This is an optimization exercise on Yosys and OpenROAD, whose aim is small area, not a production implementation.
In this exercise RTL edits were held to simulation tests only and were not proved equivalent to the original.
Power figures rest on the tool's default switching activity, not on a simulated workload.

==> inputs of job 1374 <==
==> flow/design.v <==
module crc32(
    input logic clk,
    input logic rst_n,
    input logic valid_in,
    input logic data_in,
    output logic [31:0] crc_n  
);
    logic [31:0] shifted, nxt;
    assign shifted = {crc_n[30:0], crc_n[31] ^ data_in};
    for (genvar i = 0; i < 32; i++) begin : g_mux
        mux2 u_m(.a(crc_n[i]), .b(shifted[i]), .s(valid_in), .y(nxt[i]));
    end
    always_ff @(posedge clk or negedge rst_n) begin
        if (!rst_n) crc_n <= '0;
        else crc_n <= nxt;
    end
endmodule
module mux2(input logic a, input logic b, input logic s, output logic y);
    assign y = s ? b : a;
endmodule
module mac_rx(
    input logic clk,
    input logic rst_n,
    input logic in_valid,
    input logic in_bit,
    input logic in_last,
    output logic out_packet_valid,
    output logic out_bit,
    output logic out_last,
    output logic crc_ok
);
    logic [31:0] crc_n;
    crc32 u_crc(.clk(clk), .rst_n(rst_n), .valid_in(in_valid), .data_in(in_bit), .crc_n(crc_n));
    always_ff @(posedge clk) out_bit <= in_bit;
    always_ff @(posedge clk or negedge rst_n) begin
        if (!rst_n) begin
            out_packet_valid <= 1'b0;
            out_last <= 1'b0;
            crc_ok <= 1'b0;
        end else begin
            out_packet_valid <= in_valid;
            out_last <= in_valid & in_last;
            if (in_valid && out_last) crc_ok <= crc_n[0];  
        end
    end
endmodule
module mac_tx(
    input logic clk,
    input logic rst_n,
    input logic start,
    input logic [2047:0] payload,  
    input logic [8:0] payload_len,  
    output logic tx_valid,
    output logic [7:0] tx_byte,
    output logic tx_last
);
    logic streaming;
    logic [8:0] idx;
    logic more;
    logic [255:0] sel;
    logic [7:0] byte_sel;
    assign more = idx < payload_len;
    assign tx_last = tx_valid & ~streaming;
    always_ff @(posedge clk or negedge rst_n) begin
        if (!rst_n) begin
            streaming <= 1'b0;
            tx_valid <= 1'b0;
        end else begin
            streaming <= streaming ? more : (start & ~tx_valid);
            tx_valid <= streaming;
        end
    end
    byte_dec u_dec(.idx(idx[7:0]), .sel(sel));
    for (genvar b = 0; b < 8; b++) begin : g_bit
        logic [255:0] col;
        for (genvar i = 0; i < 256; i++) begin : g_col
            assign col[i] = payload[8*i + b];
        end
        bit_sel u_sel(.d(col), .sel(sel), .q(byte_sel[b]));
    end
    always_ff @(posedge clk) begin
        idx <= streaming ? idx + 9'd1 : 9'd0;
        tx_byte <= more ? byte_sel : 8'h00;
    end
endmodule
module byte_dec(
    input logic [7:0] idx,
    output logic [255:0] sel
);
    logic [15:0] lo_n, hi_n;
    for (genvar i = 0; i < 16; i++) begin : g_pre
        assign lo_n[i] = idx[3:0] != i;
        assign hi_n[i] = idx[7:4] != i;
    end
    for (genvar i = 0; i < 256; i++) begin : g_sel
        nor2 u_s(.a(hi_n[i / 16]), .b(lo_n[i % 16]), .y(sel[i]));
    end
endmodule
module bit_sel(
    input logic [255:0] d,
    input logic [255:0] sel,
    output logic q
);
    logic [85:0] z;
    for (genvar k = 0; k < 85; k++) begin : g_tri
        aoi222 u_t(.a(d[3*k]), .sa(sel[3*k]), .b(d[3*k+1]), .sb(sel[3*k+1]), .c(d[3*k+2]), .sc(sel[3*k+2]), .y(z[k]));
    end
    nand2 u_last(.a(d[255]), .b(sel[255]), .y(z[85]));
    logic [21:0] f1;  
    logic [5:0] n2;   
    logic [1:0] f3;   
    for (genvar k = 0; k < 21; k++) begin : g_l1
        nand4 u_g(.a(z[4*k]), .b(z[4*k+1]), .c(z[4*k+2]), .d(z[4*k+3]), .y(f1[k]));
    end
    nand2 u_l1(.a(z[84]), .b(z[85]), .y(f1[21]));
    for (genvar k = 0; k < 5; k++) begin : g_l2
        nor4 u_g(.a(f1[4*k]), .b(f1[4*k+1]), .c(f1[4*k+2]), .d(f1[4*k+3]), .y(n2[k]));
    end
    nor2 u_l2(.a(f1[20]), .b(f1[21]), .y(n2[5]));
    nand3 u_l3a(.a(n2[0]), .b(n2[1]), .c(n2[2]), .y(f3[0]));
    nand3 u_l3b(.a(n2[3]), .b(n2[4]), .c(n2[5]), .y(f3[1]));
    assign q = f3[0] | f3[1];
endmodule
module nand4(input logic a, input logic b, input logic c, input logic d, output logic y);
    assign y = ~(a & b & c & d);
endmodule
module nor4(input logic a, input logic b, input logic c, input logic d, output logic y);
    assign y = ~(a | b | c | d);
endmodule
module nand3(input logic a, input logic b, input logic c, output logic y);
    assign y = ~(a & b & c);
endmodule
module aoi222(input logic a, input logic sa, input logic b, input logic sb, input logic c, input logic sc, output logic y);
    assign y = ~((a & sa) | (b & sb) | (c & sc));
endmodule
module nand2(input logic a, input logic b, output logic y);
    assign y = ~(a & b);
endmodule
module nor2(input logic a, input logic b, output logic y);
    assign y = ~(a | b);
endmodule
module mac_top (
    input logic clk,
    input logic rst_n,
    input logic rx_valid,
    input logic [7:0] rx_data,
    input logic rx_last,
    input logic tx_start,
    input logic [2047:0] tx_payload,  
    input logic [31:0] tx_len,  
    output logic tx_valid,
    output logic [7:0] tx_byte,
    output logic tx_last,
    output logic rx_packet_valid,
    output logic rx_byte,
    output logic rx_last_o,
    output logic rx_crc_ok
);
    mac_rx u_rx(.clk(clk), .rst_n(rst_n), .in_valid(rx_valid), .in_bit(rx_data[0]), .in_last(rx_last),
                .out_packet_valid(rx_packet_valid), .out_bit(rx_byte), .out_last(rx_last_o), .crc_ok(rx_crc_ok));
    mac_tx u_tx(.clk(clk), .rst_n(rst_n), .start(tx_start), .payload(tx_payload), .payload_len(tx_len[8:0]),
                .tx_valid(tx_valid), .tx_byte(tx_byte), .tx_last(tx_last));
endmodule
==> flow/flow/run.sh <==
#!/bin/bash
# The standard layout, except that:
#  - synthesis maps with ABC_LOAD_IN_FF=1 (the platform's 5 makes ABC upsize every gate
#    that drives a module port); the registers are the standard synthesis's;
#  - after global routing, gates on paths with slack to spare are downsized (RECOVER_POWER=50);
#  - the port buffers are the smallest buffer (sky130_fd_sc_hd__buf_1) instead of the cell
#    buffer_ports picks on its own;
#  - tx_payload pins are put around the die edge in 12-byte blocks (flow/pins4.tcl) before
#    the I/O placer places the other ports.
# Each ORFS step keeps its own log under orfs/logs/; make's output goes to standard.log.
set -euo pipefail
cd "$(dirname "$0")/.."
bash standard.sh ABC_LOAD_IN_FF=1 RECOVER_POWER=50 "BUFFER_PORTS_ARGS=-buffer_cell sky130_fd_sc_hd__buf_1" \
  "PRE_IO_PLACEMENT_TCL=$PWD/flow/pins4.tcl" finish > standard.log 2>&1
==> flow/flow/pins4.tcl <==
# Place the tx_payload pins around the die edge (counter-clockwise from the bottom-left
# corner) in blocks of 12 payload bytes (one block per first-level group of the byte-select
# tree), and inside a block bit by bit: bit 0 of the block's bytes, then bit 1, and so on.
# Pins go at the same pitch and with the same shapes the I/O placer uses on its own:
# met2 pins every second met2 track on the bottom and top edges, met3 pins every second
# met3 track on the right and left edges. The gates that combine one bit of a block then sit
# next to each other. place_pins puts the remaining ports in the free slots.
# All coordinates are in nm (integers) so that every shape stays on the 5 nm grid.
set block [ord::get_db_block]
set die [$block getDieArea]
set W [$die dx]
set H [$die dy]
proc um {v} { return [format %.3f [expr {$v / 1000.0}]] }
set slots {}
set xs {}
for {set x 2070} {$x < $W - 4000} {incr x 920} { lappend xs $x }
set ys {}
for {set y 1700} {$y < $H - 1700} {incr y 1360} { lappend ys $y }
foreach x $xs { lappend slots [list met2 $x 245 140 490] }
foreach y $ys { lappend slots [list met3 [expr {$W - 400}] $y 800 300] }
foreach x [lreverse $xs] { lappend slots [list met2 $x [expr {$H - 245}] 140 490] }
foreach y [lreverse $ys] { lappend slots [list met3 400 $y 800 300] }
puts "pins.tcl: [llength $slots] slots on a $W x $H nm die"
set order {}
for {set b0 0} {$b0 < 256} {incr b0 12} {
  set b1 [expr {min($b0 + 12, 256)}]
  for {set bit 0} {$bit < 8} {incr bit} {
    for {set j $b0} {$j < $b1} {incr j} { lappend order [expr {8 * $j + $bit}] }
  }
}
for {set k 0} {$k < 2048} {incr k} {
  set n [lindex $order $k]
  lassign [lindex $slots $k] layer x y w h
  place_pin -pin_name "tx_payload\[$n\]" -layer $layer -location [list [um $x] [um $y]] -pin_size [list [um $w] [um $h]]
}
==> flow/standard.sh <==
#!/bin/bash
# synth_recipe.tcl (not shown) runs the flow's synth.tcl, then flattens the netlist and writes it again
# the make line also repeats each setting of config.mk as NAME=value (left out here)
make -C /OpenROAD-flow-scripts/flow DESIGN_CONFIG=/design/flow/config.mk WORK_HOME=/design/flow/orfs CLKGATE_MAP_FILE= SYNTH_SCRIPT=/design/flow/synth_recipe.tcl "${@:-finish}"
==> flow/config.mk <==
export PLATFORM = sky130hd
export DESIGN_NAME = mac_top
export DESIGN_NICKNAME = mac_top
export VERILOG_FILES = /design/flow/design.v
export SDC_FILE = /design/flow/constraint.sdc
export NUM_CORES = 4
export LEC_CHECK = 0
export CAP_MARGIN = 20
export CORE_AREA = 5 5 615 615
export CTS_CLUSTER_DIAMETER = 60
export DIE_AREA = 0 0 620 620
export GPL_TIMING_DRIVEN = 0
export SETUP_SLACK_MARGIN = 0.2
export SLEW_MARGIN = 20
export SYNTH_HIERARCHICAL = 1
export SYNTH_MINIMUM_KEEP_SIZE = 0
==> flow/constraint.sdc <==
create_clock -name core_clock -period 6.0 [get_ports {clk}]
set_input_delay 1.2000 -clock core_clock [delete_from_list [all_inputs] [get_ports {clk}]]
set_output_delay 1.2000 -clock core_clock [all_outputs]
set_load 0.01 [all_outputs]
==> inputs of job 9154, as changes to job 1374 <==
==> flow/design.v, changed modules only <==
module bit_sel(
    input logic [255:0] d,
    input logic [255:0] sel,
    output logic q
);
    logic [85:0] z;
    for (genvar k = 0; k < 85; k++) begin : g_tri
        aoi222 u_t(.a(d[3*k]), .sa(sel[3*k]), .b(d[3*k+1]), .sb(sel[3*k+1]), .c(d[3*k+2]), .sc(sel[3*k+2]), .y(z[k]));
    end
    nand2 u_last(.a(d[255]), .b(sel[255]), .y(z[85]));
    nand86 u_r(.z(z), .y(q));
endmodule
module nand86(input logic [85:0] z, output logic y);
    assign y = ~&z;
endmodule
// module nand4 removed
// module nor4 removed
// module nand3 removed
==> flow/flow/run.sh (replaced) <==
#!/bin/bash
# The standard layout, except that:
#  - synthesis maps with ABC_LOAD_IN_FF=1 (the platform's 5 makes ABC upsize every gate
#    that drives a module port); the registers are the standard synthesis's;
#  - the port buffers are the smallest buffer (sky130_fd_sc_hd__buf_1) instead of the cell
#    buffer_ports picks on its own;
#  - tx_payload's pins are put in index order around the die edge (flow/pins.tcl) before
#    the I/O placer places the other ports.
# Each ORFS step keeps its own log under orfs/logs/; make's output goes to standard.log.
set -euo pipefail
cd "$(dirname "$0")/.."
bash standard.sh ABC_LOAD_IN_FF=1 "BUFFER_PORTS_ARGS=-buffer_cell sky130_fd_sc_hd__buf_1" \
  "PRE_IO_PLACEMENT_TCL=$PWD/flow/pins.tcl" finish > standard.log 2>&1
==> flow/flow/pins.tcl (new file) <==
# Place tx_payload[0..2047] in index order around the die edge (counter-clockwise from the
# bottom-left corner), at the same pitch and pin shapes the I/O placer uses on its own:
# met2 pins every second met2 track on the bottom and top edges, met3 pins every second
# met3 track on the right and left edges. Neighbouring payload bytes then sit side by side,
# so the byte-select tree stays local. place_pins puts the remaining ports in the free slots.
# All coordinates are in nm (integers) so that every shape stays on the 5 nm grid.
set block [ord::get_db_block]
set die [$block getDieArea]
set W [$die dx]
set H [$die dy]
proc um {v} { return [format %.3f [expr {$v / 1000.0}]] }
set slots {}
set xs {}
for {set x 2070} {$x < $W - 4000} {incr x 920} { lappend xs $x }
set ys {}
for {set y 1700} {$y < $H - 1700} {incr y 1360} { lappend ys $y }
foreach x $xs { lappend slots [list met2 $x 245 140 490] }
foreach y $ys { lappend slots [list met3 [expr {$W - 400}] $y 800 300] }
foreach x [lreverse $xs] { lappend slots [list met2 $x [expr {$H - 245}] 140 490] }
foreach y [lreverse $ys] { lappend slots [list met3 400 $y 800 300] }
puts "pins.tcl: [llength $slots] slots on a $W x $H nm die"
for {set n 0} {$n < 2048} {incr n} {
  lassign [lindex $slots $n] layer x y w h
  place_pin -pin_name "tx_payload\[$n\]" -layer $layer -location [list [um $x] [um $y]] -pin_size [list [um $w] [um $h]]
}
CAP_MARGIN = 5   (was 20)
SLEW_MARGIN = 5   (was 20)
removed: flow/flow/pins4.tcl
==> out/metrics.yaml <==
outcome:
  check.faults: "max-capacitance violations, max-slew violations"
  outcome: "complete, but fails checks"
sta:
  drv_slew: 36
job:
  drv_cap: 1
# the run above: job 1374

==> out/metrics.yaml <==
sta:
  drv_slew: 7
outcome:
  outcome: "complete, but fails checks"
  check.faults: "max-slew violations"
pwr:
  combPwrFrac: 0.790
job:
  drv_cap: 0
finish:
  multi_input_comb_cells: 1300
  final_cell_mix: "buf_1, a222oi_1, nor2_1"
setup_path:
  crit_slowest_cell: "a222oi_1"
# the run above: job 9154

[re-timing with driven ports]
The flow's constraints put no driver on any port. The routed layouts listed below were extracted and timed again, unchanged, in two steps.
Step 1, drivers: a clkbuf_16 drives clk and a buf_2 each remaining input, both assumed.
Step 2 times the ports against the registers' clock, not the clock port: input delays grow and output delays shrink by t, the midpoint of the rising clock arrivals with the driver on.
Slacks: ideal / step 1 / step 2; pairs: ideal / step 1.
run | t (ns) | slack for setup (ns) | hold WS [ns] | worst register clock-pin slew, ns
job 1374 | 0.321 | 0.628 / 0.628 / 0.628 | 0.449 / 0.449 / 0.449 | 0.07 / 0.07
job 9154 | 0.470 | 0.166 / 0.166 / 0.166 | 0.438 / 0.438 / 0.438 | 0.09 / 0.09
